Context: an optimization exercise on an open-source flow, tuned for small area and a short achievable clock period. The choices shown serve that exercise and are no tape-out recipe. In this exercise RTL edits were held to simulation tests only and were not proved equivalent to the original.

// fixed_point_alu
module fixed_point_alu (
    input clk,
    input rst,
    input [1:0] op,
    input signed [15:0] a,
    input signed [15:0] b,
    output signed [23:0] out,
    output overflow
);
Settings: LEC_CHECK=0, ABC_AREA=1, CAP_MARGIN=20, CORE_MARGIN=2, CORE_UTILIZATION=40, SLEW_MARGIN=20; clock period 60.0 ns.
standard.sh (not shown) runs the stock make flow with config.mk's settings and CLKGATE_MAP_FILE= SYNTH_SCRIPT=/design/flow/synth_recipe.tcl, a recipe that flattens the netlist after the stock synthesis.
==> flow/flow/run.sh <==
#!/bin/bash
# The standard layout (standard.sh), with timing repair asked for more setup
# slack than the clock needs, so that it sizes up the critical paths.
export SETUP_SLACK_MARGIN=32
export BUFFER_PORTS_ARGS="-buffer_cell sky130_fd_sc_hd__buf_2"
bash standard.sh > standard.log 2>&1
Change:
--- a/flow/flow/run.sh
+++ b/flow/flow/run.sh
@@ -4,3 +4,4 @@
 export SETUP_SLACK_MARGIN=32
 export BUFFER_PORTS_ARGS="-buffer_cell sky130_fd_sc_hd__buf_2"
+export SETUP_MOVE_SEQUENCE=unbuffer,sizeup,swap
 bash standard.sh > standard.log 2>&1
Outcome: Via count decreases slightly; non-clock buffer count decreases by 51; worst setup slack is worse by 0.020 ns; routed wire length decreases by a few percent; die area stays the same.
Change:
==> flow/flow/run.sh (replaced) <==
#!/bin/bash
# The standard layout (standard.sh), with timing repair asked for more setup
# slack than the clock needs, so that it sizes up the critical paths.
export SETUP_SLACK_MARGIN=34
export BUFFER_PORTS_ARGS="-buffer_cell sky130_fd_sc_hd__buf_2"
bash standard.sh > standard.log 2>&1
=> Via count grows by roughly a tenth. Global-route usage came out higher by 1.1 points. Setup slack gets better by 0.80 ns. Non-clock buffer count rose by 250.
Change:
==> flow/flow/run.sh (replaced) <==
#!/bin/bash
# The standard layout (standard.sh), with timing repair asked for more setup
# slack than the clock needs, so that it sizes up the critical paths.
export SETUP_SLACK_MARGIN=33
export BUFFER_PORTS_ARGS="-buffer_cell sky130_fd_sc_hd__buf_2"
bash standard.sh > standard.log 2>&1
Final area is lower by 12%.
Global-route usage fell by 0.57 points.
First-iteration DRC count falls by 9.1%.
Core utilization fell by 5.9 points.
Fmax went down by 0.40%.

========
Starting RTL as in the previous note.
export LEC_CHECK = 0
export ABC_AREA = 1
export CAP_MARGIN = 20
export CORE_MARGIN = 2
export CORE_UTILIZATION = 40
export SLEW_MARGIN = 20
create_clock -name core_clock -period 60.0 [get_ports {clk}]
==> flow/flow/run.sh <==
#!/bin/bash
# The standard layout (standard.sh), with timing repair asked for more setup
# slack than the clock needs, so that it sizes up the critical paths.
export SETUP_SLACK_MARGIN=0
export BUFFER_PORTS_ARGS="-buffer_cell sky130_fd_sc_hd__buf_2"
bash standard.sh > standard.log 2>&1
==> next run, changes <==
--- a/flow/flow/run.sh
+++ b/flow/flow/run.sh
@@ -5,0 +6 @@
+export REMOVE_ABC_BUFFERS=1
Effect:
- design area is about the same
- cell count hardly moves
- clock-buffer cell count stays the same
- worst setup slack got worse by 0.89 ns
- synthesized area is unchanged
- die area is unchanged
- critical path depth climbs by 1
- via count climbs by 0.90%
- routed wire length climbs by 6.3%
==> next run, changes <==
--- a/flow/flow/run.sh
+++ b/flow/flow/run.sh
@@ -4 +4 @@
-export SETUP_SLACK_MARGIN=0
+export SETUP_SLACK_MARGIN=32
@@ -6 +5,0 @@
-export REMOVE_ABC_BUFFERS=1
Settings changed: GPL_ROUTABILITY_DRIVEN from default to 0.
The new run passed the timing, DRC and antenna checks.
Clock-buffer cell count came out higher by 1.
Wire length came out lower slightly.
Cell count came out higher slightly.
First-iteration DRC count came out lower by a few percent.
Worst setup slack gains 3.0 ns.
Synthesized cell count stays the same.
==> next run, changes <==
--- a/flow/flow/run.sh
+++ b/flow/flow/run.sh
@@ -4 +4 @@
-export SETUP_SLACK_MARGIN=32
+export SETUP_SLACK_MARGIN=30
Settings changed: GPL_ROUTABILITY_DRIVEN 0 to default.
Effect: The changed run went through all stages and came out clean. Global-route usage decreases by 0.34 points. Utilization decreases by 1.8 points. Die area is unchanged. Setup slack got worse by 1.7 ns. Hold slack got worse by 0.15 ns. Non-clock buffer count decreases by 56. Area after synthesis stays the same. Routed wire length decreases by 3.6%. Final cell count decreases by 1.4%.
==> next run, changes <==
--- a/flow/flow/run.sh
+++ b/flow/flow/run.sh
@@ -4 +4 @@
-export SETUP_SLACK_MARGIN=30
+export SETUP_SLACK_MARGIN=32
Settings changed: PLACE_DENSITY from default to 0.75.
After rerunning:
- design area increases by 4.5%
- wire length decreases by 1.6%
- area after synthesis stays the same
- synthesized cell count does not change
- clock-buffer cell count does not change
- global-route usage decreases by 1.6 points
==> next run, changes <==
--- a/flow/flow/run.sh
+++ b/flow/flow/run.sh
@@ -4 +4 @@
-export SETUP_SLACK_MARGIN=32
+export SETUP_SLACK_MARGIN=31
Settings changed: PLACE_DENSITY 0.75 to default.
Effect:
- utilization came out lower by 1.3 points
- global-route usage went up by 1.6 points
- via count decreases by 3.5%
- worst hold slack loses 0.23 ns
- wire length increases by 2.8%
- clock-buffer cell count is unchanged
- die area is unchanged
- worst setup slack gets worse by 0.68 ns
- area after synthesis stays the same

## re-timing with driven ports
Ports are ideal in the flow. The routed layouts listed here were re-timed in OpenROAD.
Step 1: set_driving_cell puts a clkbuf_16 on clk and a buf_2 on each other input, an assumption about the parent block.
Step 2 adds t to the input delays and takes it off the output delays; t is the mean of the earliest and latest rising clock arrival at the registers after step 1. Input paths then give back, and output paths get back, about the clock's delay inside the block.
Slacks: no drivers / after step 1 / after step 2; pairs: no drivers / after step 1.
| run | t, ns | slack for setup (ns) | hold WS [ns] | clock arrival spread, ns | worst slew at a driven data input, ns |
|---|---|---|---|---|---|
| the first run of note 1 | 0.339 | 33.377 / 33.401 / 33.062 | 11.680 / 11.661 / 12.000 | 0.006 / 0.006 | 0.04 |
| the second run of note 1 | 0.338 | 33.358 / 33.314 / 33.098 | 11.681 / 11.663 / 12.001 | 0.007 / 0.006 | 0.04 |
| the third run of note 1 | 0.336 | 34.162 / 34.120 / 33.881 | 11.687 / 11.667 / 12.003 | 0.005 / 0.006 | 0.07 |
| the fourth run of note 1 | 0.341 | 34.058 / 34.069 / 33.740 | 11.689 / 11.667 / 12.008 | 0.006 / 0.006 | 0.04 |
| the first run of note 2 | 0.341 | 31.326 / 31.281 / 31.169 | 11.682 / 11.661 / 12.002 | 0.005 / 0.005 | 0.04 |
| the second run of note 2 | 0.341 | 30.433 / 30.382 / 30.723 | 11.640 / 11.607 / 11.948 | 0.007 / 0.008 | 0.04 |
| the third run of note 2 | 0.335 | 33.392 / 33.415 / 33.080 | 11.833 / 11.806 / 12.141 | 0.003 / 0.003 | 0.04 |
| the fourth run of note 2 | 0.341 | 31.721 / 31.745 / 31.405 | 11.678 / 11.657 / 11.998 | 0.005 / 0.005 | 0.04 |
| the fifth run of note 2 | 0.330 | 33.377 / 33.354 / 33.064 | 11.920 / 11.903 / 12.233 | 0.008 / 0.008 | 0.04 |
| the sixth run of note 2 | 0.338 | 32.698 / 32.723 / 32.385 | 11.686 / 11.665 / 12.003 | 0.006 / 0.006 | 0.04 |
After both steps setup and hold are still met in every run listed. For the fourth run of note 1, which loses most, drivers alone change the setup slack by +0.011 ns; drivers and shift together by -0.318 ns.
